This is an optimization exercise on Yosys and OpenROAD, whose aim is small area, a short achievable clock period and few clock cycles per item, not a production implementation.

==> module master_dma, before the edit <==
module master_dma (
    input  wire        clk,
    input  wire        reset,
    input  wire        trigger,
    input  wire [4:0]  length,
    input  wire [31:0] source_address,
    input  wire [31:0] destination_address,
    output wire        done,
    output wire [31:0] ARADDR,
    output wire        ARVALID,
    input  wire        ARREADY,
    input  wire [31:0] RDATA,
    input  wire        RVALID,
    output wire        RREADY,
    output wire [31:0] AWADDR,
    output wire        AWVALID,
    input  wire        AWREADY,
    output wire [31:0] WDATA,
    output wire        WVALID,
    input  wire        WREADY,
    input  wire        BVALID,
    output wire        BREADY
);
wire [2:0] words = length[4:2];
reg       started;      
reg       done_r;       
reg [2:0] b_left;       
wire active = started | trigger;
addr_channel u_ar (.clk(clk), .reset(reset), .base(source_address), .words(words),
                   .active(active), .started(started), .ready(ARREADY),
                   .valid(ARVALID), .addr(ARADDR));
addr_channel u_aw (.clk(clk), .reset(reset), .base(destination_address), .words(words),
                   .active(active), .started(started), .ready(AWREADY),
                   .valid(AWVALID), .addr(AWADDR));
assign WVALID = RVALID & started;
assign WDATA  = RDATA;
assign RREADY = WREADY;
assign BREADY = 1'b1;
wire b_last = BVALID & (b_left == 3'd1);
assign done = done_r | b_last;
always @(posedge clk) begin
    if (reset) begin
        started <= 1'b0;
        done_r  <= 1'b0;
    end else begin
        if (trigger)
            started <= 1'b1;
        if (b_last)
            done_r <= 1'b1;
    end
end
always @(posedge clk)
    b_left <= started ? b_left - {2'd0, BVALID} : words;
endmodule
==> module addr_channel, before the edit <==
module addr_channel (
    input  wire        clk,
    input  wire        reset,
    input  wire [31:0] base,
    input  wire [2:0]  words,
    input  wire        active,
    input  wire        started,
    input  wire        ready,
    output wire        valid,
    output wire [31:0] addr
);
localparam GROUP = 4;                   
localparam NG = (27 + GROUP - 1) / GROUP;
reg           left;                     
reg  [2:0]    low;                      
reg  [NG-1:0] gcarry;                   
assign valid = left & active;
wire   accept = valid & ready;
assign addr[1:0] = base[1:0];
assign addr[4:2] = started ? low : base[4:2];
wire [2:0] low_next = addr[4:2] + {2'd0, accept};
wire [2:0] low_end  = base[4:2] + words;
wire       carry_next = gcarry[0] | (accept & (&addr[4:2]));
genvar k, g;
generate
    for (k = 5; k < 32; k = k + 1) begin : g_inc
        if ((k - 5) % GROUP == 0) begin : g_first
            assign addr[k] = base[k] ^ gcarry[(k - 5) / GROUP];
        end else begin : g_rest
            assign addr[k] = base[k] ^ (gcarry[(k - 5) / GROUP] & (&base[k-1:5 + GROUP * ((k - 5) / GROUP)]));
        end
    end
    for (g = 0; g < NG; g = g + 1) begin : g_carry
        wire next;
        if (g == 0) begin : g_low
            assign next = carry_next;
        end else begin : g_high
            assign next = carry_next & (&base[5 + GROUP * g - 1:5]);
        end
        always @(posedge clk) begin
            if (reset)
                gcarry[g] <= 1'b0;
            else
                gcarry[g] <= next;
        end
    end
endgenerate
always @(posedge clk)
    low <= low_next;
always @(posedge clk) begin
    if (reset)
        left <= 1'b1;
    else if (accept && low_next == low_end)
        left <= 1'b0;
end
endmodule
Settings: LEC_CHECK=0, CAP_MARGIN=20, CORE_MARGIN=2, CORE_UTILIZATION=45, SETUP_SLACK_MARGIN=1.3, SLEW_MARGIN=20; clock period 3.5 ns.
standard.sh (not shown) runs the stock make flow with config.mk's settings and CLKGATE_MAP_FILE= SYNTH_SCRIPT=/design/flow/synth_recipe.tcl, a recipe that flattens the netlist after the stock synthesis.
==> flow/flow/run.sh <==
#!/bin/bash
# ORFS layout with two changes from the standard one:
#  - synthesis maps the logic with a plain delay-oriented ABC script (no
#    full/half-adder extraction, no ABC buffering or resizing); everything else
#    in synthesis, including the registers, is the standard synthesis;
#  - the port buffers are the smallest buffer cell.
set -euo pipefail
here=$(pwd)
rm -rf "$here/scripts_abc"
cp -r "$FLOW_HOME/scripts" "$here/scripts_abc"
printf '&get -n\n&st\n&dch\n&nf -p\n&put\n' > "$here/scripts_abc/abc_speed.script"
bash standard.sh "SCRIPTS_DIR=$here/scripts_abc" 'ADDER_MAP_FILE=' synth > synth.log 2>&1
bash standard.sh 'BUFFER_PORTS_ARGS=-buffer_cell sky130_fd_sc_hd__buf_1' finish > layout.log 2>&1
==> next run, changes <==
--- a/flow/design.v
+++ b/flow/design.v
@@ -23,9 +23,10 @@
 );
 wire [2:0] words = length[4:2];
 reg       started;      
 reg       done_r;       
-reg [2:0] b_left;       
+reg       b_is_last;    
+reg [2:0] b_count;      
 wire active = started | trigger;
 addr_channel u_ar (.clk(clk), .reset(reset), .base(source_address), .words(words),
                    .active(active), .started(started), .ready(ARREADY),
                    .valid(ARVALID), .addr(ARADDR));
@@ -35,23 +36,26 @@
 assign WVALID = RVALID & started;
 assign WDATA  = RDATA;
 assign RREADY = WREADY;
 assign BREADY = 1'b1;
-wire b_last = BVALID & (b_left == 3'd1);
+wire b_last = BVALID & b_is_last;
 assign done = done_r | b_last;
+wire [2:0] b_count_next = b_count + {2'd0, BVALID};
 always @(posedge clk) begin
     if (reset) begin
-        started <= 1'b0;
-        done_r  <= 1'b0;
+        started   <= 1'b0;
+        done_r    <= 1'b0;
+        b_count   <= 3'd0;
     end else begin
         if (trigger)
             started <= 1'b1;
         if (b_last)
             done_r <= 1'b1;
+        b_count   <= b_count_next;
     end
 end
 always @(posedge clk)
-    b_left <= started ? b_left - {2'd0, BVALID} : words;
+    b_is_last <= (b_count_next + 3'd1 == words);
 endmodule
 module addr_channel (
     input  wire        clk,
     input  wire        reset,
@@ -62,9 +66,9 @@
     input  wire        ready,
     output wire        valid,
     output wire [31:0] addr
 );
-localparam GROUP = 4;                   
+localparam GROUP = 3;                   
 localparam NG = (27 + GROUP - 1) / GROUP;
 reg           left;                     
 reg  [2:0]    low;                      
 reg  [NG-1:0] gcarry;                   
Outcome:
- worst setup slack improved by 36 ps
- final area grows by 6.5%
- register-to-register slack is about the same
- wire length is lower by 2.1%
- utilization drops by 0.27 points
No functional check of the RTL was part of any run of this note.

## separate check: timing with driven ports
Ports are ideal in the flow. The routed layouts listed here were re-timed in OpenROAD.
Step 1: set_driving_cell puts a clkbuf_16 on clk and a buf_2 on each other input, an assumption about the parent block.
Step 2, shift: input delay + t, output delay - t, t = (earliest + latest rising clock arrival at the registers) / 2. This alone moves slack from input paths to output paths.
a / b / c = ideal ports / drivers / drivers and shift; a / b = the first two.
| run | shift t [ns] | slack for setup (ns) | hold WS [ns] | clock arrival spread, ns |
|---|---|---|---|---|
| the first run | 0.299 | 1.339 / 1.316 / 1.184 | 0.488 / 0.488 / 0.488 | 0.011 / 0.011 |
| the second run | 0.298 | 1.375 / 1.351 / 1.082 | 0.482 / 0.482 / 0.482 | 0.008 / 0.008 |
After both steps setup and hold are still met in every run listed. The setup slack of the second run, which loses most, moves by -0.024 ns with the drivers and by -0.293 ns with both steps.
